This design comes from an exercise in tuning for small area, a short achievable clock period and few clock cycles per item on the open sky130 flow, not from production work.
Only simulation tests tie the RTL to the original design; equivalence was not proved.

==> flow/design.v, too long to show whole: its modules and the start of the top module <==
// module des_ip: 6 lines
// module des_fp: 6 lines
// module des_pc1: 6 lines
// module des_subkey1: 6 lines
// module des_subkey2: 6 lines
// module des_subkey3: 6 lines
// module des_subkey4: 6 lines
// module des_subkey5: 6 lines
// module des_subkey6: 6 lines
// module des_subkey7: 6 lines
// module des_subkey8: 6 lines
// module des_subkey9: 6 lines
// module des_subkey10: 6 lines
// module des_subkey11: 6 lines
// module des_subkey12: 6 lines
// module des_subkey13: 6 lines
// module des_subkey14: 6 lines
// module des_subkey15: 6 lines
// module des_subkey16: 6 lines
// module des_sbk1: 79 lines
// module des_sbk2: 79 lines
// module des_sbk3: 79 lines
// module des_sbk4: 79 lines
// module des_sbk5: 79 lines
// module des_sbk6: 79 lines
// module des_sbk7: 79 lines
// module des_sbk8: 79 lines
// module des_round: 15 lines
// module des_rounds_1_4: 22 lines
// module des_rounds_5_8: 22 lines
// module des_rounds_9_12: 22 lines
// module des_rounds_13_16: 22 lines
// module des_enc: 51 lines
module des_enc (
    input         clk,
    input         rst,
    input         in_valid,
    output        in_ready,
    input  [63:0] in_block,
    input  [63:0] in_key,
    output        out_valid,
    output [63:0] out_block
);
  // ...
==> flow/flow/run.sh <==
#!/bin/bash
# Own flow: the standard layout (standard.sh), with the S-box modules replaced by
# pre-mapped gate-level netlists during synthesis (see swap.tcl).
set -euo pipefail
W=$(pwd)
export SYNTH_CANONICALIZE_TCL=$W/flow/swap.tcl
BUFFER_PORTS_ARGS="-buffer_cell sky130_fd_sc_hd__buf_1" bash standard.sh SETUP_SLACK_MARGIN=39 finish > $W/standard.log 2>&1 || { tail -50 $W/standard.log; exit 1; }
for f in $W/orfs/logs/*/*/*/*.log; do cp "$f" $W/ 2>/dev/null || true; done
tail -5 $W/standard.log
==> flow/flow/swap.tcl <==
# Run by ORFS's synthesis canonicalize step (SYNTH_CANONICALIZE_TCL): replace the
# behavioural S-box modules with the gate-level ones in sbk_gates.v. Registers and
# everything else go through the standard synthesis unchanged.
foreach m {des_sbk1 des_sbk2 des_sbk3 des_sbk4 des_sbk5 des_sbk6 des_sbk7 des_sbk8} {
  delete $m
}
read_verilog [file join [file dirname [info script]] sbk_gates.v]
hierarchy -check -top $::env(DESIGN_NAME)
==> flow/standard.sh <==
#!/bin/bash
# synth_recipe.tcl (not shown) runs the flow's synth.tcl, then flattens the netlist and writes it again
# the make line also repeats each setting of config.mk as NAME=value (left out here)
make -C /OpenROAD-flow-scripts/flow DESIGN_CONFIG=/design/flow/config.mk WORK_HOME=/design/flow/orfs CLKGATE_MAP_FILE= SYNTH_SCRIPT=/design/flow/synth_recipe.tcl "${@:-finish}"
==> flow/config.mk <==
export PLATFORM = sky130hd
export DESIGN_NAME = des_enc
export DESIGN_NICKNAME = des_enc
export VERILOG_FILES = /design/flow/design.v
export SDC_FILE = /design/flow/constraint.sdc
export NUM_CORES = 8
export LEC_CHECK = 0
export CAP_MARGIN = 20
export CORE_MARGIN = 2
export CORE_UTILIZATION = 40
export CTS_CLUSTER_DIAMETER = 100
export CTS_CLUSTER_SIZE = 30
export SLEW_MARGIN = 20
==> flow/constraint.sdc <==
create_clock -name core_clock -period 50.0 [get_ports {clk}]
set_input_delay 10.0000 -clock core_clock [delete_from_list [all_inputs] [get_ports {clk}]]
set_output_delay 10.0000 -clock core_clock [all_outputs]
set_load 0.01 [all_outputs]
Not shown: flow/flow/sbk_gates.v
==> results.cfg, run 1 <==
[yosys]
yosysTopAreaCell = dfxtp_1
ys_top_cells_by_area = dfxtp_1 (19%), xor2_1 (13%), xnor2_1 (12%)
async_reset_ff_share_pct = 0
syn_inst = 8700
yosys_register_bits = 549
synth_area_sq_um = 58480
synth-seq-area-share_pct = 18.79

[floorplanning]
pin_count = 197
initial_utilization_pct = 40.22
num_tap_cells = 1917

[layout]
seq_share_pct = 16.90
signal_buffer_area_fraction_pct = 2.204
layout_commonest_cell = nand2_1
nFlopsAndLatches = 549
fin_cells = 10930
nClkBuffers = 38

[min_path]
hold_start = cd0_q[12]$_DFF_P_
min_to = cd1_q[12]$_DFF_P_

[clocking]
path_clk_slew_ns = 0.11
htree_num_levels = 2
cts_hold_buffers = 0

[run_status]
status = finished clean

[global_routing]
grt.met3_usage_pct = 2.801
grtUsageMet2_pct = 50.69
globalRouteTotalUtil_pct = 30.67
grt_pass1_wl_um = 348500
gr-total-overflow = 0

[routing]
drcViolationCount = 0
dr.first_iter.drc_count = 8789
wirelength_um = 238600
wl_met3_um = 15580
dr.max_layer_used = met4

[critical_path]
crit_slowest_cell = dfxtp_2
cp_top_family = flip-flops
cp-startpoint = out_q[11]$_DFF_P_
cp-start-kind = flop
crit_fanout = 1

[job]
drv_cap = 0

[sta]
final-setup-viol-count = 0
holdWs_ns = 0.4111
fin_crit_sh_pct = 22.21
Testbench counts, summed over its fixed seeds: cycles 2,088, items 2,048.
==> run 2, diff against run 1 <==
==> flow/flow/run.sh (replaced) <==
#!/bin/bash
# Own flow: the standard layout (standard.sh), with the S-box modules replaced by
# pre-mapped gate-level netlists during synthesis (see swap.tcl).
set -euo pipefail
W=$(pwd)
export SYNTH_CANONICALIZE_TCL=$W/flow/swap.tcl
BUFFER_PORTS_ARGS="-buffer_cell sky130_fd_sc_hd__buf_1" bash standard.sh SETUP_SLACK_MARGIN=38.75 finish > $W/standard.log 2>&1 || { tail -50 $W/standard.log; exit 1; }
for f in $W/orfs/logs/*/*/*/*.log; do cp "$f" $W/ 2>/dev/null || true; done
tail -5 $W/standard.log
==> run 2 against run 1 <==
  * Still clean on timing, DRC and antenna
  * Final area is 1.7% lower
  * Flip-flop and latch count stayed put
  * First-iteration DRC count is 2.4% higher
  * Final cell count stayed put
  * Register-to-register slack worse by 0.31 ns
  * Routed wire length hardly changed
  * Critical path type unchanged
  * Largest cell class unchanged
==> results.cfg, run 2 <==
[sta]
worstMarginPinSlew_ns = 1.209
slew_headroom_pct = 18.80
clock_skew_ns = 0.04674
fin_tns_setup_ns = 0
fin_crit_ns = 11.15
fin_crit_sh_pct = 22.30
fmax_mhz = 89.70
slew_violations = 0
rsz0062_at_grt = yes
hold_viol = 0
holdWs_ns = 0.4172
final-setup-viol-count = 0

[clocking]
htree_num_levels = 2
worstSkewPairLatency_ns = 0.67
cts.path.max_buffers = 3
numClockSinks = 549
postCtsSetupBuffers = 0
path_clk_slew_ns = 0.11
cts_root_buffer = clkbuf_16
cts_tree = yes
cts_buffers = 37

[yosys]
synth.avg_cell_area_sq_um = 6.722
syn_inst = 8700
ys.flop_type = dfxtp_1
synthMostInstantiatedCell = nand2_1
synth_edf_count = 0
async_reset_ff_share_pct = 0
synth-seq-area-share_pct = 18.79
synth_cell_types = 34
ys_top_cells_by_area = dfxtp_1 (19%), xor2_1 (13%), xnor2_1 (12%)
yosys_register_bits = 549
synth_top_cells_by_count = nand2_1 (1712), nor2_1 (1360), xor2_1 (880), xnor2_1 (784), dfxtp_1 (549)
synth_fp_nets = 8831
yosysTopAreaCell = dfxtp_1
synth_area_sq_um = 58480
netlist.area_leader.share_pct = 18.79
yosysWarnings = 5

[critical_path]
slowest_delay_ns = 0.35
timing.rr.start = cd2_q[45]$_DFF_P_
path_depth = 1
r2r_setup_slack_ns = 39.17
worstRegToRegCells = 40
worst-path-buf-inv = 1
crit_end = out_block[35]
reg2reg_to = lr3_q[25]$_DFF_P_
endpoint_kind = output port
arrival_ns = 1.15
cp_top_family = flip-flops
crit_slowest_cell = dfxtp_1
crit_chain = buf_1
critPathRequiredTime_ns = 40.00
crit_type = flop to output port
crit_fanout = 1
cp-start-kind = flop
cp-startpoint = out_q[35]$_DFF_P_

[floorplanning]
chipWidth_um = 386.4
die_h_um = 386.4
die_area_sq_um = 149300
core-area_sq_um = 145400
pin_count = 197
fp-row-count = 140
initial_utilization_pct = 40.22

[layout]
drive_above_1_share_pct = 2.542
num-nets-final = 9112
mostFrequentLayoutCells = nand2_1 (1712), nor2_1 (1360), xor2_1 (836), xnor2_1 (723), dfxtp_1 (548)
area_growth_pct = 9.953
fin_util_pct = 44.23
fin_cells = 10930
layout_commonest_cell = nand2_1

[routing]
drcViolationCount = 0
wire_per_inst_um = 21.83
routed_via_density = 5.882
vias = 64270
ant_nets = 0
dr.first_iter.drc_count = 9002
first_pass_iters = 13
wirelength_um = 238500

[placed_design]
dp_hpwl_um = 197300
dp_cells = 10860
gp_congestion = 1.032
numPortBuffers = 187

[global_routing]
gr-total-overflow = 0
globalRouteTotalUtil_pct = 30.66
grt_pass1_vias = 58860
antenna_found_initial = 2
grt_pass1_wl_um = 348400
grt_max_degree = 31

[run_status]
status = finished clean

[min_path]
hold_path_class = flop to flop

[job]
drv_cap = 0
==> run 2: logic make-up after synthesis <==
logic type	after synthesis	share of synthesized area (%)
XOR/XNOR	1664	24.92
buffers and inverters	433	2.786
flip-flops	549	18.79
other	1	0.006413
AND/OR/NAND/NOR	3925	28.64
multiplexers	128	2.191
AO/OA/AOI/OAI	2000	22.66
==> run 2: what timing repair did <==
action	in CTS	in global routing
hold endpoints to repair	0	0
pin swaps	0	0
gates resized for setup	1	104
hold buffers	0	0
endpoints found under the setup margin	1	122
==> run 2: final cells by class <==
cell class | instances | area (sq um)
clock buffers | 38 | 939.7
inverters | 432 | 1622
clock inverters | 29 | 541.8
diodes | 1 | 2.502
repair buffers | 243 | 1122
multi-input cells | 7718 | 46680
well taps | 1917 | 2399
flip-flops and latches | 549 | 10990
fillers | 14960 | 81090
==> run 2: how the worst min path moves through the flow <==
| stage | start | to | slack (ns) | depth (start not counted) |
|---|---|---|---|---|
| after detailed placement | cd0_q[12]$_DFF_P_ | cd1_q[12]$_DFF_P_ | 0.42 | 0 |
| after global routing | cd0_q[12]$_DFF_P_ | cd1_q[12]$_DFF_P_ | 0.42 | 0 |
| after floorplan | cd0_q[17]$_DFF_P_ | cd1_q[17]$_DFF_P_ | 0.37 | 0 |
| after CTS | cd0_q[12]$_DFF_P_ | cd1_q[12]$_DFF_P_ | 0.42 | 0 |
| after global placement | v_q[2]$_SDFF_PP0_ | v_q[3]$_SDFF_PP0_ | 0.42 | 1 |
| final | cd0_q[12]$_DFF_P_ | cd1_q[12]$_DFF_P_ | 0.42 | 0 |
==> run 2: layer usage <==
layer	share of wire, %	GRT usage, %
met1	36	33.45
met2	45	50.67
met3	6.7	2.822
met4	13	32.30
met5	0	0
==> run 2: stage by stage <==
| step | area [sq um] | setup slack, ns |
|---|---|---|
| 2_1_floorplan | 58480 | 39.67 |
| 3_3_place_gp | 61990 | 38.60 |
| 3_5_place_dp | 62010 | 38.64 |
| 4_1_cts | 63500 | 38.76 |
| 5_1_grt | 64300 | 38.66 |
| 6_report | 64300 | 38.85 |
==> run 3, diff against run 2 <==
--- a/flow/flow/sbk_gates.v
+++ b/flow/flow/sbk_gates.v
@@ -146,10 +146,12 @@
 sky130_fd_sc_hd__a31oi_1 g42 (.A1(x[2]), .A2(x[1]), .A3(n15), .B1(n41), .Y(n56));
 sky130_fd_sc_hd__a31oi_1 g43 (.A1(x[0]), .A2(n14), .A3(n15), .B1(n56), .Y(n57));
 sky130_fd_sc_hd__a31oi_1 g44 (.A1(n14), .A2(n27), .A3(n32), .B1(n57), .Y(z[7]));
-sky130_fd_sc_hd__mux2i_1 m0 (.A0(z[3]), .A1(z[7]), .S(x[4]), .Y(y[0]));
-sky130_fd_sc_hd__mux2i_1 m1 (.A0(z[2]), .A1(z[6]), .S(x[4]), .Y(y[1]));
-sky130_fd_sc_hd__mux2i_1 m2 (.A0(z[1]), .A1(z[5]), .S(x[4]), .Y(y[2]));
-sky130_fd_sc_hd__mux2i_1 m3 (.A0(z[0]), .A1(z[4]), .S(x[4]), .Y(y[3]));
+wire ns;
+sky130_fd_sc_hd__clkinv_1 is (.A(x[4]), .Y(ns));
+sky130_fd_sc_hd__a22oi_1 m0 (.A1(ns), .A2(z[3]), .B1(x[4]), .B2(z[7]), .Y(y[0]));
+sky130_fd_sc_hd__a22oi_1 m1 (.A1(ns), .A2(z[2]), .B1(x[4]), .B2(z[6]), .Y(y[1]));
+sky130_fd_sc_hd__a22oi_1 m2 (.A1(ns), .A2(z[1]), .B1(x[4]), .B2(z[5]), .Y(y[2]));
+sky130_fd_sc_hd__a22oi_1 m3 (.A1(ns), .A2(z[0]), .B1(x[4]), .B2(z[4]), .Y(y[3]));
 sky130_fd_sc_hd__xnor2_1 o0 (.A(l[0]), .B(y[0]), .Y(o[0]));
 sky130_fd_sc_hd__xor2_1 o1 (.A(l[1]), .B(y[1]), .X(o[1]));
 sky130_fd_sc_hd__xnor2_1 o2 (.A(l[2]), .B(y[2]), .Y(o[2]));
@@ -285,10 +287,12 @@
 sky130_fd_sc_hd__clkinv_1 g32 (.A(z[6]), .Y(z[3]));
 sky130_fd_sc_hd__a21oi_1 g33 (.A1(x[1]), .A2(n31), .B1(n33), .Y(z[4]));
 sky130_fd_sc_hd__nand3_1 g34 (.A(n37), .B(n38), .C(n39), .Y(z[7]));
-sky130_fd_sc_hd__mux2i_1 m0 (.A0(z[3]), .A1(z[7]), .S(x[0]), .Y(y[0]));
-sky130_fd_sc_hd__mux2i_1 m1 (.A0(z[2]), .A1(z[6]), .S(x[0]), .Y(y[1]));
-sky130_fd_sc_hd__mux2i_1 m2 (.A0(z[1]), .A1(z[5]), .S(x[0]), .Y(y[2]));
-sky130_fd_sc_hd__mux2i_1 m3 (.A0(z[0]), .A1(z[4]), .S(x[0]), .Y(y[3]));
+wire ns;
+sky130_fd_sc_hd__clkinv_1 is (.A(x[0]), .Y(ns));
+sky130_fd_sc_hd__a22oi_1 m0 (.A1(ns), .A2(z[3]), .B1(x[0]), .B2(z[7]), .Y(y[0]));
+sky130_fd_sc_hd__a22oi_1 m1 (.A1(ns), .A2(z[2]), .B1(x[0]), .B2(z[6]), .Y(y[1]));
+sky130_fd_sc_hd__a22oi_1 m2 (.A1(ns), .A2(z[1]), .B1(x[0]), .B2(z[5]), .Y(y[2]));
+sky130_fd_sc_hd__a22oi_1 m3 (.A1(ns), .A2(z[0]), .B1(x[0]), .B2(z[4]), .Y(y[3]));
 sky130_fd_sc_hd__xor2_1 o0 (.A(l[0]), .B(y[0]), .X(o[0]));
 sky130_fd_sc_hd__xor2_1 o1 (.A(l[1]), .B(y[1]), .X(o[1]));
 sky130_fd_sc_hd__xor2_1 o2 (.A(l[2]), .B(y[2]), .X(o[2]));
@@ -390,54 +394,56 @@
 wire [5:0] x;
 wire [3:0] y;
 wire [15:0] z;
-wire n21, n22, n23, n24, n25, n26, n27, n29, n30, n31, n32, n33, n34, n36, n37, n38, n40, n42, n44;
+wire n21, n22, n23, n24, n25, n26, n29, n30, n31, n33, n34, n35, n36, n37, n38, n40, n41, n43, n44, n46, n47;
 sky130_fd_sc_hd__xnor2_1 i0 (.A(r[0]), .B(k[0]), .Y(x[0]));
 sky130_fd_sc_hd__xor2_1 i1 (.A(r[1]), .B(k[1]), .X(x[1]));
 sky130_fd_sc_hd__xnor2_1 i2 (.A(r[2]), .B(k[2]), .Y(x[2]));
 sky130_fd_sc_hd__xor2_1 i3 (.A(r[3]), .B(k[3]), .X(x[3]));
-sky130_fd_sc_hd__xnor2_1 i4 (.A(r[4]), .B(k[4]), .Y(x[4]));
+sky130_fd_sc_hd__xor2_1 i4 (.A(r[4]), .B(k[4]), .X(x[4]));
 sky130_fd_sc_hd__xnor2_1 i5 (.A(r[5]), .B(k[5]), .Y(x[5]));
-sky130_fd_sc_hd__nand2_1 g0 (.A(x[5]), .B(x[2]), .Y(n21));
-sky130_fd_sc_hd__xor2_1 g1 (.A(x[5]), .B(x[2]), .X(n22));
-sky130_fd_sc_hd__nand2_1 g2 (.A(x[4]), .B(n22), .Y(n23));
-sky130_fd_sc_hd__nor2_1 g3 (.A(x[2]), .B(x[1]), .Y(n24));
-sky130_fd_sc_hd__or2_0 g4 (.A(x[2]), .B(x[1]), .X(n25));
-sky130_fd_sc_hd__and2_0 g5 (.A(x[4]), .B(n25), .X(n26));
-sky130_fd_sc_hd__nand2_1 g6 (.A(x[4]), .B(n25), .Y(n27));
-sky130_fd_sc_hd__o21ai_0 g7 (.A1(n22), .A2(n26), .B1(n23), .Y(z[00]));
-sky130_fd_sc_hd__nand2_1 g8 (.A(x[5]), .B(n24), .Y(n29));
-sky130_fd_sc_hd__xnor2_1 g9 (.A(x[4]), .B(x[1]), .Y(n30));
-sky130_fd_sc_hd__nor2_1 g10 (.A(n21), .B(n30), .Y(n31));
-sky130_fd_sc_hd__nor2_1 g11 (.A(n24), .B(n31), .Y(n32));
-sky130_fd_sc_hd__nand2_1 g12 (.A(n22), .B(n30), .Y(n33));
-sky130_fd_sc_hd__nand2_1 g13 (.A(n32), .B(n33), .Y(n34));
-sky130_fd_sc_hd__nand2_1 g14 (.A(n29), .B(n34), .Y(z[01]));
-sky130_fd_sc_hd__nor3b_1 g15 (.A(x[1]), .B(n22), .C_N(x[4]), .Y(n36));
-sky130_fd_sc_hd__nand2_1 g16 (.A(x[2]), .B(x[1]), .Y(n37));
-sky130_fd_sc_hd__nand4_1 g17 (.A(x[4]), .B(n32), .C(n33), .D(n37), .Y(n38));
-sky130_fd_sc_hd__o21ai_0 g18 (.A1(n32), .A2(n36), .B1(n38), .Y(z[02]));
-sky130_fd_sc_hd__nand2_1 g19 (.A(n25), .B(n37), .Y(n40));
-sky130_fd_sc_hd__xnor2_1 g20 (.A(x[5]), .B(n40), .Y(z[12]));
-sky130_fd_sc_hd__nor2_1 g21 (.A(x[4]), .B(z[12]), .Y(n42));
-sky130_fd_sc_hd__a22oi_1 g22 (.A1(x[4]), .A2(n37), .B1(n42), .B2(n25), .Y(z[03]));
-sky130_fd_sc_hd__nand2b_1 g23 (.A_N(z[12]), .B(x[2]), .Y(n44));
-sky130_fd_sc_hd__nand2_1 g24 (.A(n33), .B(n44), .Y(z[04]));
-sky130_fd_sc_hd__nor2_1 g25 (.A(z[02]), .B(n42), .Y(z[05]));
-sky130_fd_sc_hd__o21a_1 g26 (.A1(n22), .A2(n30), .B1(n23), .X(z[08]));
-sky130_fd_sc_hd__a21o_1 g27 (.A1(n21), .A2(z[08]), .B1(n31), .X(z[15]));
-sky130_fd_sc_hd__a21oi_1 g28 (.A1(z[12]), .A2(z[15]), .B1(n36), .Y(z[06]));
-sky130_fd_sc_hd__nand2_1 g29 (.A(n29), .B(z[08]), .Y(z[07]));
-sky130_fd_sc_hd__a31oi_1 g30 (.A1(n29), .A2(n44), .A3(z[08]), .B1(n26), .Y(z[13]));
-sky130_fd_sc_hd__o21ai_0 g31 (.A1(x[2]), .A2(z[13]), .B1(z[01]), .Y(z[09]));
-sky130_fd_sc_hd__o211ai_1 g32 (.A1(x[4]), .A2(z[12]), .B1(n38), .C1(n21), .Y(z[10]));
-sky130_fd_sc_hd__a21boi_0 g33 (.A1(n27), .A2(z[06]), .B1_N(n44), .Y(z[11]));
-sky130_fd_sc_hd__a21o_1 g34 (.A1(n22), .A2(z[04]), .B1(n36), .X(z[14]));
+sky130_fd_sc_hd__nor2_1 g0 (.A(x[5]), .B(x[2]), .Y(n21));
+sky130_fd_sc_hd__nand2_1 g1 (.A(x[5]), .B(x[2]), .Y(n22));
+sky130_fd_sc_hd__nand2b_1 g2 (.A_N(n21), .B(n22), .Y(n23));
+sky130_fd_sc_hd__nor2_1 g3 (.A(x[0]), .B(n23), .Y(n24));
+sky130_fd_sc_hd__nand2_1 g4 (.A(x[1]), .B(x[0]), .Y(n25));
+sky130_fd_sc_hd__nor2b_1 g5 (.A(n25), .B_N(n23), .Y(n26));
+sky130_fd_sc_hd__nor2_1 g6 (.A(n24), .B(n26), .Y(z[04]));
+sky130_fd_sc_hd__o31ai_1 g7 (.A1(x[5]), .A2(x[1]), .A3(x[0]), .B1(z[04]), .Y(z[00]));
+sky130_fd_sc_hd__nand2_1 g8 (.A(x[1]), .B(n21), .Y(n29));
+sky130_fd_sc_hd__xnor2_1 g9 (.A(x[1]), .B(x[0]), .Y(n30));
+sky130_fd_sc_hd__xor2_1 g10 (.A(n23), .B(n30), .X(n31));
+sky130_fd_sc_hd__a21oi_1 g11 (.A1(x[1]), .A2(n21), .B1(n31), .Y(z[01]));
+sky130_fd_sc_hd__nand3_1 g12 (.A(x[5]), .B(x[2]), .C(x[0]), .Y(n33));
+sky130_fd_sc_hd__nand2_1 g13 (.A(n29), .B(n33), .Y(n34));
+sky130_fd_sc_hd__nor2_1 g14 (.A(x[2]), .B(x[0]), .Y(n35));
+sky130_fd_sc_hd__clkinv_1 g15 (.A(n35), .Y(n36));
+sky130_fd_sc_hd__nor2b_1 g16 (.A(n35), .B_N(x[5]), .Y(n37));
+sky130_fd_sc_hd__nor3_1 g17 (.A(x[1]), .B(n23), .C(n37), .Y(n38));
+sky130_fd_sc_hd__nor2_1 g18 (.A(n34), .B(n38), .Y(z[02]));
+sky130_fd_sc_hd__nor2_1 g19 (.A(x[1]), .B(n22), .Y(n40));
+sky130_fd_sc_hd__nand2_1 g20 (.A(x[5]), .B(n30), .Y(n41));
+sky130_fd_sc_hd__o21a_1 g21 (.A1(n30), .A2(n37), .B1(n41), .X(z[05]));
+sky130_fd_sc_hd__nor2b_1 g22 (.A(n23), .B_N(z[05]), .Y(n43));
+sky130_fd_sc_hd__nor2_1 g23 (.A(n35), .B(n43), .Y(n44));
+sky130_fd_sc_hd__nor3_1 g24 (.A(n35), .B(n40), .C(n43), .Y(z[03]));
+sky130_fd_sc_hd__nor2_1 g25 (.A(n21), .B(n31), .Y(n46));
+sky130_fd_sc_hd__nand2_1 g26 (.A(n25), .B(n46), .Y(n47));
+sky130_fd_sc_hd__o21ai_0 g27 (.A1(x[5]), .A2(z[02]), .B1(n47), .Y(z[06]));
+sky130_fd_sc_hd__xnor2_1 g28 (.A(x[0]), .B(n46), .Y(z[07]));
+sky130_fd_sc_hd__nand2b_1 g29 (.A_N(n26), .B(n47), .Y(z[08]));
+sky130_fd_sc_hd__nand2_1 g30 (.A(n25), .B(z[02]), .Y(z[09]));
+sky130_fd_sc_hd__a21oi_1 g31 (.A1(n31), .A2(n36), .B1(n24), .Y(z[10]));
+sky130_fd_sc_hd__a21oi_1 g32 (.A1(z[00]), .A2(n41), .B1(n40), .Y(z[15]));
+sky130_fd_sc_hd__o21ai_0 g33 (.A1(x[1]), .A2(x[0]), .B1(z[15]), .Y(z[11]));
+sky130_fd_sc_hd__o21bai_1 g34 (.A1(n31), .A2(n35), .B1_N(n38), .Y(z[12]));
+sky130_fd_sc_hd__nor2_1 g35 (.A(n34), .B(n43), .Y(z[13]));
+sky130_fd_sc_hd__o21a_1 g36 (.A1(n24), .A2(n44), .B1(n47), .X(z[14]));
 wire na, nb, d0, d1, d2, d3;
-sky130_fd_sc_hd__clkinv_1 ia (.A(x[0]), .Y(na));
-sky130_fd_sc_hd__clkinv_1 ib (.A(x[3]), .Y(nb));
-sky130_fd_sc_hd__nor2_1 e0 (.A(x[0]), .B(x[3]), .Y(d0));
-sky130_fd_sc_hd__nor2_1 e1 (.A(x[0]), .B(nb), .Y(d1));
-sky130_fd_sc_hd__nor2_1 e2 (.A(na), .B(x[3]), .Y(d2));
+sky130_fd_sc_hd__clkinv_1 ia (.A(x[3]), .Y(na));
+sky130_fd_sc_hd__clkinv_1 ib (.A(x[4]), .Y(nb));
+sky130_fd_sc_hd__nor2_1 e0 (.A(x[3]), .B(x[4]), .Y(d0));
+sky130_fd_sc_hd__nor2_1 e1 (.A(x[3]), .B(nb), .Y(d1));
+sky130_fd_sc_hd__nor2_1 e2 (.A(na), .B(x[4]), .Y(d2));
 sky130_fd_sc_hd__nor2_1 e3 (.A(na), .B(nb), .Y(d3));
 wire p0, q0;
 sky130_fd_sc_hd__a222oi_1 a0 (.A1(d0), .A2(z[3]), .B1(d1), .B2(z[7]), .C1(d2), .C2(z[11]), .Y(p0));
@@ -456,8 +462,8 @@
 sky130_fd_sc_hd__nand2_1 b3 (.A(d3), .B(z[12]), .Y(q3));
 sky130_fd_sc_hd__nand2_1 c3 (.A(p3), .B(q3), .Y(y[3]));
 sky130_fd_sc_hd__xor2_1 o0 (.A(l[0]), .B(y[0]), .X(o[0]));
-sky130_fd_sc_hd__xnor2_1 o1 (.A(l[1]), .B(y[1]), .Y(o[1]));
-sky130_fd_sc_hd__xor2_1 o2 (.A(l[2]), .B(y[2]), .X(o[2]));
+sky130_fd_sc_hd__xor2_1 o1 (.A(l[1]), .B(y[1]), .X(o[1]));
+sky130_fd_sc_hd__xnor2_1 o2 (.A(l[2]), .B(y[2]), .Y(o[2]));
 sky130_fd_sc_hd__xnor2_1 o3 (.A(l[3]), .B(y[3]), .Y(o[3]));
 endmodule
 
==> run 3 against run 2 <==
  * Final area about the same
  * Via count is 1.1% higher
  * Global-route usage is essentially flat
  * Largest cell class unchanged
  * Highest routed layer is now met5
==> results.cfg, run 3 <==
[yosys]
synthMuxAreaShare_pct = 0
ys_top_cells_by_area = dfxtp_1 (19%), xor2_1 (13%), xnor2_1 (12%)
synthSimpleGateAreaFrac_pct = 29.10
synth_compound_area_share_pct = 23.93
ys.flop_type = dfxtp_1
yosys_register_bits = 549
synth.avg_cell_area_sq_um = 6.652
synthMostInstantiatedCell = nand2_1
yosysTopAreaCell = dfxtp_1
synthAdderAreaFrac_pct = 0
synth_area_sq_um = 58300
synth_cell_types = 34
synth_edf_count = 0
synth_top_cells_by_count = nand2_1 (1648), nor2_1 (1424), xor2_1 (896), xnor2_1 (768), a21oi_1 (560)
synth-seq-area-share_pct = 18.85
netlist.area_leader.share_pct = 18.85
async_reset_ff_share_pct = 0
yosysWarnings = 5
syn_inst = 8764
synth_top_family_by_area = simple AND/OR/NAND/NOR gates
synth-xor-area-share_pct = 25.00
synth_fp_nets = 8895

[critical_path]
arrival_ns = 1.14
cp_top_family = flip-flops
worst-path-buf-inv = 1
cp-start-kind = flop
crit_type = flop to output port
endpoint_kind = output port
crit_chain = buf_1
slowest_delay_ns = 0.34
critPathRequiredTime_ns = 40.00
crit_fanout = 1
crit_slowest_cell = dfxtp_1

[floorplanning]
initial_utilization_pct = 40.15
core-area_sq_um = 145200
die_h_um = 385.8
die_area_sq_um = 148800
chipWidth_um = 385.8
fp-row-count = 140
pin_count = 197

[clocking]
worstSkewPairLatency_ns = 0.65
cts_buffers = 38
cts_tree = yes
cts_hold_buffers = 0
cts_root_buffer = clkbuf_16
numClockSinks = 549
postCtsSetupBuffers = 0
htree_num_levels = 2
path_clk_slew_ns = 0.11
cts.path.max_buffers = 3

[routing]
ant_nets = 0
wire_per_inst_um = 21.75
drcViolationCount = 0
dr.first_iter.drc_count = 9254
first_pass_iters = 14
wirelength_um = 239100
vias = 65010
routed_via_density = 5.912

[placed_design]
dpl-instance-area_sq_um = 61820
gp_congestion = 1.049
dp_hpwl_um = 197100
numPortBuffers = 187
place_ws_ns = 38.44

[layout]
multi_input_area_sq_um = 46390
mostFrequentLayoutCells = nand2_1 (1648), nor2_1 (1424), xor2_1 (829), xnor2_1 (721), a21oi_1 (560)
drive_above_1_share_pct = 2.655
num-nets-final = 9177
final_cell_area_sq_um = 64260
fill_cells = 14810
layout_commonest_cell = nand2_1
area_growth_pct = 10.23
fin_util_pct = 44.25
register_area_sq_um = 10990

[sta]
fin_crit_ns = 11.14
worstMarginPinSlew_ns = 1.264
hold_viol = 0
fmax_mhz = 89.73
clock_skew_ns = 0.03506
slew_violations = 0
fin_crit_sh_pct = 22.29
final-setup-viol-count = 0
setup_slack_ns = 38.86
rsz0062_at_grt = yes
fin_tns_setup_ns = 0
slew_headroom_pct = 15.46

[global_routing]
grt_pass1_wl_um = 348300
globalRouteTotalUtil_pct = 30.68
antenna_found_initial = 9
grt_max_degree = 31
gr-total-overflow = 0
grt_pass1_vias = 59000

[job]
drv_cap = 0

[min_path]
hold_path_class = flop to flop

[run_status]
status = finished clean
## run 3: changes by cell type in the layout (fill, tap and decap cells not counted), sizes merged, moves of 48 or more
cell    change
nor2b      +48
nand2      -64
a22oi     +112
clkinv     +54
mux2i     -128
nor2       +64
## run 3: cell families (layout without fill, tap and decap cells)
logic type      after synthesis  in the layout
simple gates               3973           3973
compound gates             2096           2096
xor+xnor                   1664           1664
flops                       549            549
buf+inv                     481            793
other cells                   1              5
## run 3: per-stage QoR
| step | hold slack, ns | cells |
|---|---|---|
| 2_1_floorplan | 0.3730 | 8764 |
| 5_1_grt | 0.4489 | 10990 |
| 6_report | 0.4409 | 11000 |
| 3_5_place_dp | 0.4275 | 10920 |
| 3_3_place_gp | 0.4249 | 10920 |
| 4_1_cts | 0.4407 | 10990 |
## run 3: cell type report
type / instances / area share (%)
flip-flops and latches: 549 / 17.11
clock inverters: 29 / 0.8664
clock buffers: 41 / 1.546
diodes: 4 / 0.01558
repair buffers: 243 / 1.746
inverters: 480 / 2.804
multi-input cells: 7734 / 72.18
well taps: 1917 / 3.732
## run 3: routing by layer
metal,vias up,GRT usage [%],wire length [um]
met4,4,31.65,29690
li1,30940,-,-
met2,3732,50.84,107100
met3,819,3.223,17380
met5,-,0,26
met1,29510,33.40,84930
## run 3: timing repair
action                                  in CTS  in global routing
cloned                                       0                  0
endpoints found under the setup margin      15                110
gates resized for setup                      5                111
## run 3: final timing paths
kind | endpoint | from | depth (start not counted) | slack, ns
worst max-delay path | out_block[19] | out_q[19]$_DFF_P_ | 1 | 38.86
worst min-delay path | cd2_q[4]$_DFF_P_ | cd1_q[4]$_DFF_P_ | 0 | 0.44
worst max register to register | out_q[60]$_DFF_P_ | lr3_q[4]$_DFF_P_ | 40 | 39.31
worst min register to register | cd2_q[4]$_DFF_P_ | cd1_q[4]$_DFF_P_ | 0 | 0.44
==> run 4, diff against run 3 <==
--- a/flow/flow/sbk_gates.v
+++ b/flow/flow/sbk_gates.v
@@ -8,55 +8,49 @@
 wire [5:0] x;
 wire [3:0] y;
 wire [15:0] z;
-wire n21, n22, n23, n24, n25, n26, n28, n29, n30, n31, n32, n34, n35, n36, n37, n39, n40, n41, n42, n43, n44, n45, n49, n52, n53, n54;
-sky130_fd_sc_hd__xnor2_1 i0 (.A(r[0]), .B(k[0]), .Y(x[0]));
+wire n21, n22, n23, n24, n25, n26, n27, n28, n29, n30, n33, n34, n35, n36, n39, n41, n42, n45, n49, n53;
+sky130_fd_sc_hd__xor2_1 i0 (.A(r[0]), .B(k[0]), .X(x[0]));
 sky130_fd_sc_hd__xnor2_1 i1 (.A(r[1]), .B(k[1]), .Y(x[1]));
-sky130_fd_sc_hd__xor2_1 i2 (.A(r[2]), .B(k[2]), .X(x[2]));
+sky130_fd_sc_hd__xnor2_1 i2 (.A(r[2]), .B(k[2]), .Y(x[2]));
 sky130_fd_sc_hd__xor2_1 i3 (.A(r[3]), .B(k[3]), .X(x[3]));
-sky130_fd_sc_hd__xnor2_1 i4 (.A(r[4]), .B(k[4]), .Y(x[4]));
+sky130_fd_sc_hd__xor2_1 i4 (.A(r[4]), .B(k[4]), .X(x[4]));
 sky130_fd_sc_hd__xnor2_1 i5 (.A(r[5]), .B(k[5]), .Y(x[5]));
-sky130_fd_sc_hd__clkinv_1 g0 (.A(x[5]), .Y(n21));
-sky130_fd_sc_hd__nand2_1 g1 (.A(n21), .B(x[2]), .Y(n22));
-sky130_fd_sc_hd__xor2_1 g2 (.A(x[5]), .B(x[2]), .X(n23));
-sky130_fd_sc_hd__nor2_1 g3 (.A(x[3]), .B(n23), .Y(n24));
-sky130_fd_sc_hd__nor2_1 g4 (.A(x[2]), .B(x[0]), .Y(n25));
-sky130_fd_sc_hd__xor2_1 g5 (.A(x[2]), .B(x[0]), .X(n26));
-sky130_fd_sc_hd__nor2_1 g6 (.A(n24), .B(n26), .Y(z[00]));
-sky130_fd_sc_hd__nor2_1 g7 (.A(x[5]), .B(x[3]), .Y(n28));
-sky130_fd_sc_hd__nand2b_1 g8 (.A_N(x[0]), .B(n23), .Y(n29));
-sky130_fd_sc_hd__and2_0 g9 (.A(x[5]), .B(x[2]), .X(n30));
-sky130_fd_sc_hd__nand2_1 g10 (.A(x[0]), .B(n30), .Y(n31));
-sky130_fd_sc_hd__nand2_1 g11 (.A(n29), .B(n31), .Y(n32));
-sky130_fd_sc_hd__a21oi_1 g12 (.A1(x[0]), .A2(n28), .B1(n32), .Y(z[01]));
-sky130_fd_sc_hd__nand2_1 g13 (.A(x[3]), .B(n23), .Y(n34));
-sky130_fd_sc_hd__nor2_1 g14 (.A(x[3]), .B(x[0]), .Y(n35));
-sky130_fd_sc_hd__xnor2_1 g15 (.A(x[3]), .B(x[0]), .Y(n36));
-sky130_fd_sc_hd__or2_0 g16 (.A(n23), .B(n36), .X(n37));
-sky130_fd_sc_hd__nand2_1 g17 (.A(n34), .B(n37), .Y(z[02]));
-sky130_fd_sc_hd__nor2_1 g18 (.A(n22), .B(n36), .Y(n39));
-sky130_fd_sc_hd__nand2_1 g19 (.A(x[5]), .B(x[3]), .Y(n40));
-sky130_fd_sc_hd__nor2_1 g20 (.A(x[0]), .B(n28), .Y(n41));
-sky130_fd_sc_hd__nand2_1 g21 (.A(x[5]), .B(n35), .Y(n42));
-sky130_fd_sc_hd__nand2_1 g22 (.A(n40), .B(n41), .Y(n43));
-sky130_fd_sc_hd__o21ai_0 g23 (.A1(n30), .A2(n43), .B1(n37), .Y(n44));
-sky130_fd_sc_hd__nor2_1 g24 (.A(n25), .B(n34), .Y(n45));
-sky130_fd_sc_hd__nor2_1 g25 (.A(n24), .B(n45), .Y(z[09]));
-sky130_fd_sc_hd__a21oi_1 g26 (.A1(n26), .A2(z[09]), .B1(n44), .Y(z[10]));
-sky130_fd_sc_hd__a21oi_1 g27 (.A1(n22), .A2(z[10]), .B1(n39), .Y(z[03]));
-sky130_fd_sc_hd__and2_0 g28 (.A(n21), .B(n26), .X(n49));
-sky130_fd_sc_hd__a21o_1 g29 (.A1(n32), .A2(n36), .B1(n45), .X(z[13]));
-sky130_fd_sc_hd__o21bai_1 g30 (.A1(n21), .A2(z[13]), .B1_N(n49), .Y(z[04]));
-sky130_fd_sc_hd__nor2_1 g31 (.A(n25), .B(n28), .Y(n52));
-sky130_fd_sc_hd__nor2_1 g32 (.A(n35), .B(n52), .Y(n53));
-sky130_fd_sc_hd__a21oi_1 g33 (.A1(x[2]), .A2(n43), .B1(n53), .Y(n54));
-sky130_fd_sc_hd__clkinv_1 g34 (.A(n54), .Y(z[05]));
-sky130_fd_sc_hd__or2_0 g35 (.A(n44), .B(n49), .X(z[14]));
-sky130_fd_sc_hd__a21boi_0 g36 (.A1(n36), .A2(z[14]), .B1_N(n34), .Y(z[06]));
-sky130_fd_sc_hd__nor2_1 g37 (.A(n44), .B(n45), .Y(z[07]));
-sky130_fd_sc_hd__a21oi_1 g38 (.A1(x[5]), .A2(n35), .B1(n53), .Y(z[08]));
-sky130_fd_sc_hd__nand2_1 g39 (.A(n31), .B(n43), .Y(z[11]));
-sky130_fd_sc_hd__o21ai_0 g40 (.A1(n30), .A2(z[07]), .B1(n42), .Y(z[12]));
-sky130_fd_sc_hd__a21oi_1 g41 (.A1(n21), .A2(n54), .B1(n30), .Y(z[15]));
+sky130_fd_sc_hd__clkinv_1 g0 (.A(x[2]), .Y(n21));
+sky130_fd_sc_hd__nor2_1 g1 (.A(x[2]), .B(x[0]), .Y(n22));
+sky130_fd_sc_hd__xnor2_1 g2 (.A(x[2]), .B(x[0]), .Y(n23));
+sky130_fd_sc_hd__nor2_1 g3 (.A(x[5]), .B(n23), .Y(n24));
+sky130_fd_sc_hd__nand2_1 g4 (.A(x[5]), .B(x[2]), .Y(n25));
+sky130_fd_sc_hd__xnor2_1 g5 (.A(x[5]), .B(x[2]), .Y(n26));
+sky130_fd_sc_hd__nor2_1 g6 (.A(x[3]), .B(x[0]), .Y(n27));
+sky130_fd_sc_hd__nand2_1 g7 (.A(x[3]), .B(x[0]), .Y(n28));
+sky130_fd_sc_hd__nor2_1 g8 (.A(n21), .B(n28), .Y(n29));
+sky130_fd_sc_hd__nor2_1 g9 (.A(n27), .B(n29), .Y(n30));
+sky130_fd_sc_hd__o21ai_0 g10 (.A1(n22), .A2(n26), .B1(n30), .Y(z[09]));
+sky130_fd_sc_hd__a21oi_1 g11 (.A1(x[5]), .A2(z[09]), .B1(n24), .Y(z[00]));
+sky130_fd_sc_hd__nor2b_1 g12 (.A(x[3]), .B_N(x[5]), .Y(n33));
+sky130_fd_sc_hd__nand2b_1 g13 (.A_N(x[5]), .B(x[3]), .Y(n34));
+sky130_fd_sc_hd__nand2b_1 g14 (.A_N(n33), .B(n34), .Y(n35));
+sky130_fd_sc_hd__and2_0 g15 (.A(x[0]), .B(n35), .X(n36));
+sky130_fd_sc_hd__o22a_1 g16 (.A1(n30), .A2(n33), .B1(n36), .B2(x[2]), .X(z[01]));
+sky130_fd_sc_hd__o22ai_1 g17 (.A1(x[3]), .A2(x[0]), .B1(n24), .B2(n26), .Y(z[02]));
+sky130_fd_sc_hd__xor2_1 g18 (.A(x[3]), .B(n26), .X(n39));
+sky130_fd_sc_hd__nor2_1 g19 (.A(n29), .B(n39), .Y(z[13]));
+sky130_fd_sc_hd__o21a_1 g20 (.A1(n24), .A2(n26), .B1(z[13]), .X(n41));
+sky130_fd_sc_hd__a32o_1 g21 (.A1(x[3]), .A2(x[0]), .A3(n25), .B1(n33), .B2(n23), .X(n42));
+sky130_fd_sc_hd__nor2_1 g22 (.A(n41), .B(n42), .Y(z[03]));
+sky130_fd_sc_hd__o21ai_0 g23 (.A1(x[3]), .A2(n26), .B1(n23), .Y(z[04]));
+sky130_fd_sc_hd__a21oi_1 g24 (.A1(x[5]), .A2(x[2]), .B1(x[0]), .Y(n45));
+sky130_fd_sc_hd__a22o_1 g25 (.A1(x[0]), .A2(n26), .B1(n34), .B2(n45), .X(z[05]));
+sky130_fd_sc_hd__o21ai_0 g26 (.A1(x[0]), .A2(n39), .B1(n28), .Y(z[06]));
+sky130_fd_sc_hd__or2_0 g27 (.A(n24), .B(n42), .X(z[10]));
+sky130_fd_sc_hd__nor2_1 g28 (.A(n35), .B(z[10]), .Y(n49));
+sky130_fd_sc_hd__a21oi_1 g29 (.A1(n21), .A2(n36), .B1(n49), .Y(z[07]));
+sky130_fd_sc_hd__nor2_1 g30 (.A(n36), .B(n41), .Y(z[08]));
+sky130_fd_sc_hd__o21ai_0 g31 (.A1(x[5]), .A2(z[01]), .B1(n25), .Y(z[11]));
+sky130_fd_sc_hd__nand2_1 g32 (.A(x[0]), .B(n33), .Y(n53));
+sky130_fd_sc_hd__o21ai_0 g33 (.A1(n30), .A2(n33), .B1(n53), .Y(z[12]));
+sky130_fd_sc_hd__a21oi_1 g34 (.A1(x[5]), .A2(n27), .B1(z[10]), .Y(z[14]));
+sky130_fd_sc_hd__a21o_1 g35 (.A1(x[5]), .A2(n22), .B1(n36), .X(z[15]));
 wire na, nb, d0, d1, d2, d3;
 sky130_fd_sc_hd__clkinv_1 ia (.A(x[1]), .Y(na));
 sky130_fd_sc_hd__clkinv_1 ib (.A(x[4]), .Y(nb));
@@ -82,8 +76,8 @@
 sky130_fd_sc_hd__nand2_1 c3 (.A(p3), .B(q3), .Y(y[3]));
 sky130_fd_sc_hd__xnor2_1 o0 (.A(l[0]), .B(y[0]), .Y(o[0]));
 sky130_fd_sc_hd__xnor2_1 o1 (.A(l[1]), .B(y[1]), .Y(o[1]));
-sky130_fd_sc_hd__xnor2_1 o2 (.A(l[2]), .B(y[2]), .Y(o[2]));
-sky130_fd_sc_hd__xnor2_1 o3 (.A(l[3]), .B(y[3]), .Y(o[3]));
+sky130_fd_sc_hd__xor2_1 o2 (.A(l[2]), .B(y[2]), .X(o[2]));
+sky130_fd_sc_hd__xor2_1 o3 (.A(l[3]), .B(y[3]), .X(o[3]));
 endmodule
 
 module des_sbk2 (r, k, l, o);
@@ -475,55 +469,50 @@
 wire [5:0] x;
 wire [3:0] y;
 wire [15:0] z;
-wire n21, n22, n23, n24, n25, n26, n27, n28, n29, n30, n31, n32, n33, n35, n36, n38, n39, n40, n42, n44, n47, n48, n51, n54, n56, n61;
+wire n21, n22, n23, n24, n25, n26, n27, n28, n29, n30, n31, n32, n35, n38, n39, n40, n42, n43, n46, n50, n56;
 sky130_fd_sc_hd__xor2_1 i0 (.A(r[0]), .B(k[0]), .X(x[0]));
 sky130_fd_sc_hd__xor2_1 i1 (.A(r[1]), .B(k[1]), .X(x[1]));
 sky130_fd_sc_hd__xor2_1 i2 (.A(r[2]), .B(k[2]), .X(x[2]));
 sky130_fd_sc_hd__xor2_1 i3 (.A(r[3]), .B(k[3]), .X(x[3]));
 sky130_fd_sc_hd__xor2_1 i4 (.A(r[4]), .B(k[4]), .X(x[4]));
 sky130_fd_sc_hd__xor2_1 i5 (.A(r[5]), .B(k[5]), .X(x[5]));
-sky130_fd_sc_hd__clkinv_1 g0 (.A(x[3]), .Y(n21));
+sky130_fd_sc_hd__clkinv_1 g0 (.A(x[1]), .Y(n21));
 sky130_fd_sc_hd__nor2_1 g1 (.A(x[1]), .B(x[0]), .Y(n22));
 sky130_fd_sc_hd__nand2_1 g2 (.A(x[3]), .B(n22), .Y(n23));
-sky130_fd_sc_hd__nand2_1 g3 (.A(x[1]), .B(x[0]), .Y(n24));
-sky130_fd_sc_hd__nor2b_1 g4 (.A(n22), .B_N(n24), .Y(n25));
-sky130_fd_sc_hd__nor2b_1 g5 (.A(x[3]), .B_N(x[5]), .Y(n26));
-sky130_fd_sc_hd__nand2_1 g6 (.A(x[5]), .B(n21), .Y(n27));
-sky130_fd_sc_hd__nor2_1 g7 (.A(x[5]), .B(n21), .Y(n28));
-sky130_fd_sc_hd__nor2_1 g8 (.A(n26), .B(n28), .Y(n29));
-sky130_fd_sc_hd__nor2_1 g9 (.A(n25), .B(n29), .Y(n30));
-sky130_fd_sc_hd__nand2b_1 g10 (.A_N(x[5]), .B(n25), .Y(n31));
-sky130_fd_sc_hd__nor2_1 g11 (.A(x[3]), .B(n31), .Y(n32));
-sky130_fd_sc_hd__nor2_1 g12 (.A(n30), .B(n32), .Y(n33));
-sky130_fd_sc_hd__o21ai_0 g13 (.A1(n22), .A2(n33), .B1(n23), .Y(z[00]));
-sky130_fd_sc_hd__nand2b_1 g14 (.A_N(x[5]), .B(x[0]), .Y(n35));
-sky130_fd_sc_hd__nand2_1 g15 (.A(n27), .B(n35), .Y(n36));
-sky130_fd_sc_hd__xnor2_1 g16 (.A(n25), .B(n36), .Y(z[01]));
-sky130_fd_sc_hd__nor2b_1 g17 (.A(x[0]), .B_N(x[1]), .Y(n38));
-sky130_fd_sc_hd__nor2_1 g18 (.A(n22), .B(n27), .Y(n39));
-sky130_fd_sc_hd__a21oi_1 g19 (.A1(n24), .A2(n28), .B1(n39), .Y(n40));
-sky130_fd_sc_hd__clkinv_1 g20 (.A(n40), .Y(z[10]));
-sky130_fd_sc_hd__nor2_1 g21 (.A(n38), .B(n40), .Y(n42));
-sky130_fd_sc_hd__a22oi_1 g22 (.A1(n29), .A2(n38), .B1(n42), .B2(n31), .Y(z[02]));
-sky130_fd_sc_hd__nand4_1 g23 (.A(n25), .B(n27), .C(n35), .D(n40), .Y(n44));
-sky130_fd_sc_hd__nor2b_1 g24 (.A(n30), .B_N(n44), .Y(z[14]));
-sky130_fd_sc_hd__and2_0 g25 (.A(n33), .B(n44), .X(z[03]));
-sky130_fd_sc_hd__a21oi_1 g26 (.A1(n21), .A2(n25), .B1(z[02]), .Y(n47));
-sky130_fd_sc_hd__nor2_1 g27 (.A(n38), .B(n39), .Y(n48));
-sky130_fd_sc_hd__nand2_1 g28 (.A(z[03]), .B(n48), .Y(z[08]));
-sky130_fd_sc_hd__a21oi_1 g29 (.A1(z[03]), .A2(n48), .B1(n47), .Y(z[04]));
-sky130_fd_sc_hd__nand2_1 g30 (.A(x[1]), .B(n26), .Y(n51));
-sky130_fd_sc_hd__o21ai_0 g31 (.A1(n26), .A2(z[03]), .B1(n51), .Y(z[05]));
-sky130_fd_sc_hd__nand2_1 g32 (.A(n23), .B(z[02]), .Y(z[06]));
-sky130_fd_sc_hd__nand2_1 g33 (.A(x[5]), .B(n48), .Y(n54));
-sky130_fd_sc_hd__nand2_1 g34 (.A(n31), .B(n54), .Y(z[07]));
-sky130_fd_sc_hd__nor2_1 g35 (.A(x[1]), .B(z[06]), .Y(n56));
-sky130_fd_sc_hd__nor2_1 g36 (.A(n30), .B(n56), .Y(z[09]));
-sky130_fd_sc_hd__o21ai_0 g37 (.A1(z[07]), .A2(z[09]), .B1(n44), .Y(z[11]));
-sky130_fd_sc_hd__nand2_1 g38 (.A(z[08]), .B(n51), .Y(z[12]));
-sky130_fd_sc_hd__nand2_1 g39 (.A(n24), .B(n33), .Y(z[13]));
-sky130_fd_sc_hd__nand2_1 g40 (.A(x[1]), .B(n31), .Y(n61));
-sky130_fd_sc_hd__o22ai_1 g41 (.A1(x[1]), .A2(n29), .B1(n42), .B2(n61), .Y(z[15]));
+sky130_fd_sc_hd__nand2_1 g3 (.A(x[5]), .B(x[3]), .Y(n24));
+sky130_fd_sc_hd__nand2_1 g4 (.A(x[1]), .B(x[0]), .Y(n25));
+sky130_fd_sc_hd__nor2b_1 g5 (.A(n22), .B_N(n25), .Y(n26));
+sky130_fd_sc_hd__nand2b_1 g6 (.A_N(n22), .B(n25), .Y(n27));
+sky130_fd_sc_hd__or2_0 g7 (.A(x[5]), .B(x[3]), .X(n28));
+sky130_fd_sc_hd__nand2_1 g8 (.A(n24), .B(n28), .Y(n29));
+sky130_fd_sc_hd__nor2_1 g9 (.A(n26), .B(n29), .Y(n30));
+sky130_fd_sc_hd__o21ai_0 g10 (.A1(x[5]), .A2(x[0]), .B1(n24), .Y(n31));
+sky130_fd_sc_hd__nand3_1 g11 (.A(n26), .B(n29), .C(n31), .Y(n32));
+sky130_fd_sc_hd__nor2b_1 g12 (.A(n30), .B_N(n32), .Y(z[14]));
+sky130_fd_sc_hd__o21a_1 g13 (.A1(n27), .A2(n28), .B1(z[14]), .X(z[03]));
+sky130_fd_sc_hd__a21o_1 g14 (.A1(x[5]), .A2(x[3]), .B1(z[03]), .X(n35));
+sky130_fd_sc_hd__o21ai_0 g15 (.A1(n22), .A2(n35), .B1(n23), .Y(z[00]));
+sky130_fd_sc_hd__xnor2_1 g16 (.A(n27), .B(n31), .Y(z[01]));
+sky130_fd_sc_hd__nor2b_1 g17 (.A(x[3]), .B_N(x[5]), .Y(n38));
+sky130_fd_sc_hd__nand2_1 g18 (.A(x[0]), .B(n38), .Y(n39));
+sky130_fd_sc_hd__nand2b_1 g19 (.A_N(x[0]), .B(x[1]), .Y(n40));
+sky130_fd_sc_hd__nand3_1 g20 (.A(z[03]), .B(n39), .C(n40), .Y(z[08]));
+sky130_fd_sc_hd__o21ai_0 g21 (.A1(x[0]), .A2(n24), .B1(n23), .Y(n42));
+sky130_fd_sc_hd__a21oi_1 g22 (.A1(x[0]), .A2(n38), .B1(n42), .Y(n43));
+sky130_fd_sc_hd__o21ai_0 g23 (.A1(n28), .A2(n40), .B1(n43), .Y(z[06]));
+sky130_fd_sc_hd__nand2_1 g24 (.A(z[08]), .B(z[06]), .Y(z[02]));
+sky130_fd_sc_hd__nand2_1 g25 (.A(x[1]), .B(n38), .Y(n46));
+sky130_fd_sc_hd__nand2_1 g26 (.A(z[08]), .B(n46), .Y(z[12]));
+sky130_fd_sc_hd__a21oi_1 g27 (.A1(n40), .A2(z[12]), .B1(n42), .Y(z[04]));
+sky130_fd_sc_hd__o21ai_0 g28 (.A1(z[03]), .A2(n38), .B1(n46), .Y(z[05]));
+sky130_fd_sc_hd__nand3_1 g29 (.A(x[5]), .B(n39), .C(n40), .Y(n50));
+sky130_fd_sc_hd__o21ai_0 g30 (.A1(x[5]), .A2(n27), .B1(n50), .Y(z[07]));
+sky130_fd_sc_hd__a21oi_1 g31 (.A1(n21), .A2(n43), .B1(n30), .Y(z[09]));
+sky130_fd_sc_hd__a21oi_1 g32 (.A1(n27), .A2(n43), .B1(n29), .Y(z[10]));
+sky130_fd_sc_hd__o21ai_0 g33 (.A1(z[07]), .A2(z[09]), .B1(n32), .Y(z[11]));
+sky130_fd_sc_hd__nand2_1 g34 (.A(n25), .B(n35), .Y(z[13]));
+sky130_fd_sc_hd__o211ai_1 g35 (.A1(x[5]), .A2(x[0]), .B1(n39), .C1(x[1]), .Y(n56));
+sky130_fd_sc_hd__o21ai_0 g36 (.A1(x[1]), .A2(n29), .B1(n56), .Y(z[15]));
 wire na, nb, d0, d1, d2, d3;
 sky130_fd_sc_hd__clkinv_1 ia (.A(x[2]), .Y(na));
 sky130_fd_sc_hd__clkinv_1 ib (.A(x[4]), .Y(nb));
==> run 4 against run 3 <==
  * Synthesized cell count down 2.0%
  * Critical path depth did not move
  * Non-clock buffer count rose by 1
  * Core utilization grew 0.21 points
  * Register-to-register slack got worse by 0.11 ns
  * Sequential share of layout area rose by 0.083 points
  * Flip-flop and latch count stayed put
  * Area after synthesis shrank 0.38%
  * Final cell count decreased by 1.8%
  * Critical endpoint is now out_valid
==> results.cfg, run 4 <==
[global_routing]
antenna_found_initial = 5
globalRouteTotalUtil_pct = 30.87
grt_pass1_wl_um = 348900
grt_pass1_vias = 57960
gr-total-overflow = 0
grt_max_degree = 31

[placed_design]
gp_congestion = 1.038
dp_hpwl_um = 197500
dpl-instance-area_sq_um = 61600
numPortBuffers = 187
place_ws_ns = 38.35

[floorplanning]
initial_utilization_pct = 40.38
pin_count = 197
die_area_sq_um = 148300
die_h_um = 385.0
core-area_sq_um = 143800
chipWidth_um = 385.0
fp-row-count = 139

[yosys]
yosysWarnings = 5
synth_area_sq_um = 58080
yosysTopAreaCell = dfxtp_1
synth.avg_cell_area_sq_um = 6.763
synth_edf_count = 0
syn_inst = 8588
ys.flop_type = dfxtp_1
synth_top_cells_by_count = nand2_1 (1504), nor2_1 (1232), xor2_1 (928), xnor2_1 (736), o21ai_0 (624)
yosys_register_bits = 549
synthMostInstantiatedCell = nand2_1
ys_top_cells_by_area = dfxtp_1 (19%), xor2_1 (14%), xnor2_1 (11%)
synth_cell_types = 37
async_reset_ff_share_pct = 0
netlist.area_leader.share_pct = 18.92
synth-seq-area-share_pct = 18.92
synth_fp_nets = 8719

[clocking]
cts_buffers = 36
path_clk_slew_ns = 0.10
cts_root_buffer = clkbuf_16
cts_tree = yes
numClockSinks = 549
cts.path.max_buffers = 3
cts_hold_buffers = 0
htree_num_levels = 2
worstSkewPairLatency_ns = 0.68
postCtsSetupBuffers = 0

[sta]
final-setup-viol-count = 0
slew_violations = 0
fin_crit_ns = 11.13
fmax_mhz = 89.86
hold_viol = 0
setup_slack_ns = 38.87
slew_headroom_pct = 18.09
clock_skew_ns = 0.05494
worstMarginPinSlew_ns = 1.220
rsz0062_at_grt = yes
fin_tns_setup_ns = 0
fin_crit_sh_pct = 22.26
holdWs_ns = 0.4224

[critical_path]
cp_top_family = flip-flops
path_depth = 1
endpoint_kind = output port
crit_fanout = 1
timing.rr.start = cd0_q[44]$_DFF_P_
crit_chain = buf_1
slowest_delay_ns = 0.32
cp-start-kind = flop
crit_type = flop to output port
critPathRequiredTime_ns = 40.00
crit_slowest_cell = dfxtp_1
worst-path-buf-inv = 1
cp-startpoint = v_q[4]$_SDFF_PP0_
worstRegToRegCells = 37
arrival_ns = 1.13
r2r_setup_slack_ns = 39.20

[routing]
ant_nets = 0
drcViolationCount = 0
wirelength_um = 239400
routed_via_density = 5.953
wire_per_inst_um = 22.17
vias = 64290
first_pass_iters = 16
dr.first_iter.drc_count = 8557

[layout]
num-nets-final = 9000
area_growth_pct = 10.12
drive_above_1_share_pct = 2.630
fill_cells = 14610
mostFrequentLayoutCells = nand2_1 (1504), nor2_1 (1232), xor2_1 (860), xnor2_1 (692), o21ai_0 (624)
fin_util_pct = 44.47
final_cell_area_sq_um = 63950
layout_commonest_cell = nand2_1

[min_path]
hold_start = cd0_q[17]$_DFF_P_
holdPathStages = 0
hold_path_class = flop to flop

[run_status]
status = finished clean

[job]
drv_cap = 0
[run 4: cell type report]
type                    instances  area, sq um  share of cell area (%)
diodes                          1        2.502                0.003913
clock inverters                24        475.5                  0.7434
inverters                     448         1682                   2.629
flip-flops and latches        549        10990                   17.19
well taps                    1903         2381                   3.723
repair buffers                244         1130                   1.767
multi-input cells            7590        46330                   72.44
clock buffers                  41        960.9                   1.503
[run 4: final timing paths]
kind | end
setup / recovery | out_valid
hold / removal | cd1_q[17]$_DFF_P_
setup reg to reg | lr1_q[21]$_DFF_P_
hold reg to reg | cd1_q[17]$_DFF_P_
[run 4: what timing repair did]
item	4_1_cts	5_1_grt
gates cloned	0	0
endpoints found under the setup margin	13	124
pin swaps	0	0
gates resized for setup	6	113
hold endpoints to repair	0	0
[run 4: logic make-up (layout without fill, tap and decap cells)]
family / after synthesis / in the layout / share of synthesized area, %
and+or+nand+nor: 3653 / 3653 / 27.11
AOI/OAI and AO/OA: 2272 / 2272 / 25.96
xor gates and xnor gates: 1664 / 1664 / 25.09
DFF: 549 / 549 / 18.92
buffers and inverters: 449 / 757 / 2.908
other: 1 / 2 / 0.006457
[run 4: routing by layer]
metal	track usage (%)	wire length, um	vias up
li1	-	-	30670
met1	33.50	85230	29190
met2	51.50	108400	3623
met3	3.318	16330	801
met4	31.29	29460	4
met5	0	28	-
[run 4: stage by stage]
step / std cells
after floorplan: 8588
after global placement: 10730
after detailed placement: 10730
after CTS: 10800
after global routing: 10800
final: 10800
[run 4: worst register-to-register path: cells and delay by family, from the launching register on]
kind	cells	cell delay, ns
DFF	1	0.61
and+or+nand+nor	17	3.31
AOI/OAI and AO/OA	10	2.39
xor gates and xnor gates	10	4.39

[afterwards: timing with drivers on the ports]
How much do the figures lean on ideal ports? The routed layouts below were timed once more, with nothing changed but the port constraints. Step 1 assumes that a clkbuf_16 drives the clock port and a buf_2 every other input. Step 2 moves the port delays by t, midway between the first and last clock arrival at a register: inputs arrive t later, outputs are due t later. That takes back most of the time a late clock gives input paths. a / b / c = ideal ports / drivers / drivers and shift; a / b = the first two.
run | t, ns | setup WS [ns] | latest minus earliest clock arrival (ns) | worst data-port slew with drivers (ns) | cell pins on the clock port's net
run 1 | 0.728 | 38.893 / 38.815 / 39.479 | 0.049 / 0.049 | 0.05 | 1
run 2 | 0.726 | 38.851 / 38.772 / 39.165 | 0.047 / 0.047 | 0.06 | 1
run 3 | 0.714 | 38.856 / 38.778 / 39.314 | 0.035 / 0.035 | 0.04 | 1
run 4 | 0.720 | 38.871 / 38.794 / 39.198 | 0.067 / 0.067 | 0.05 | 1
After both steps every run listed still meets setup and hold.
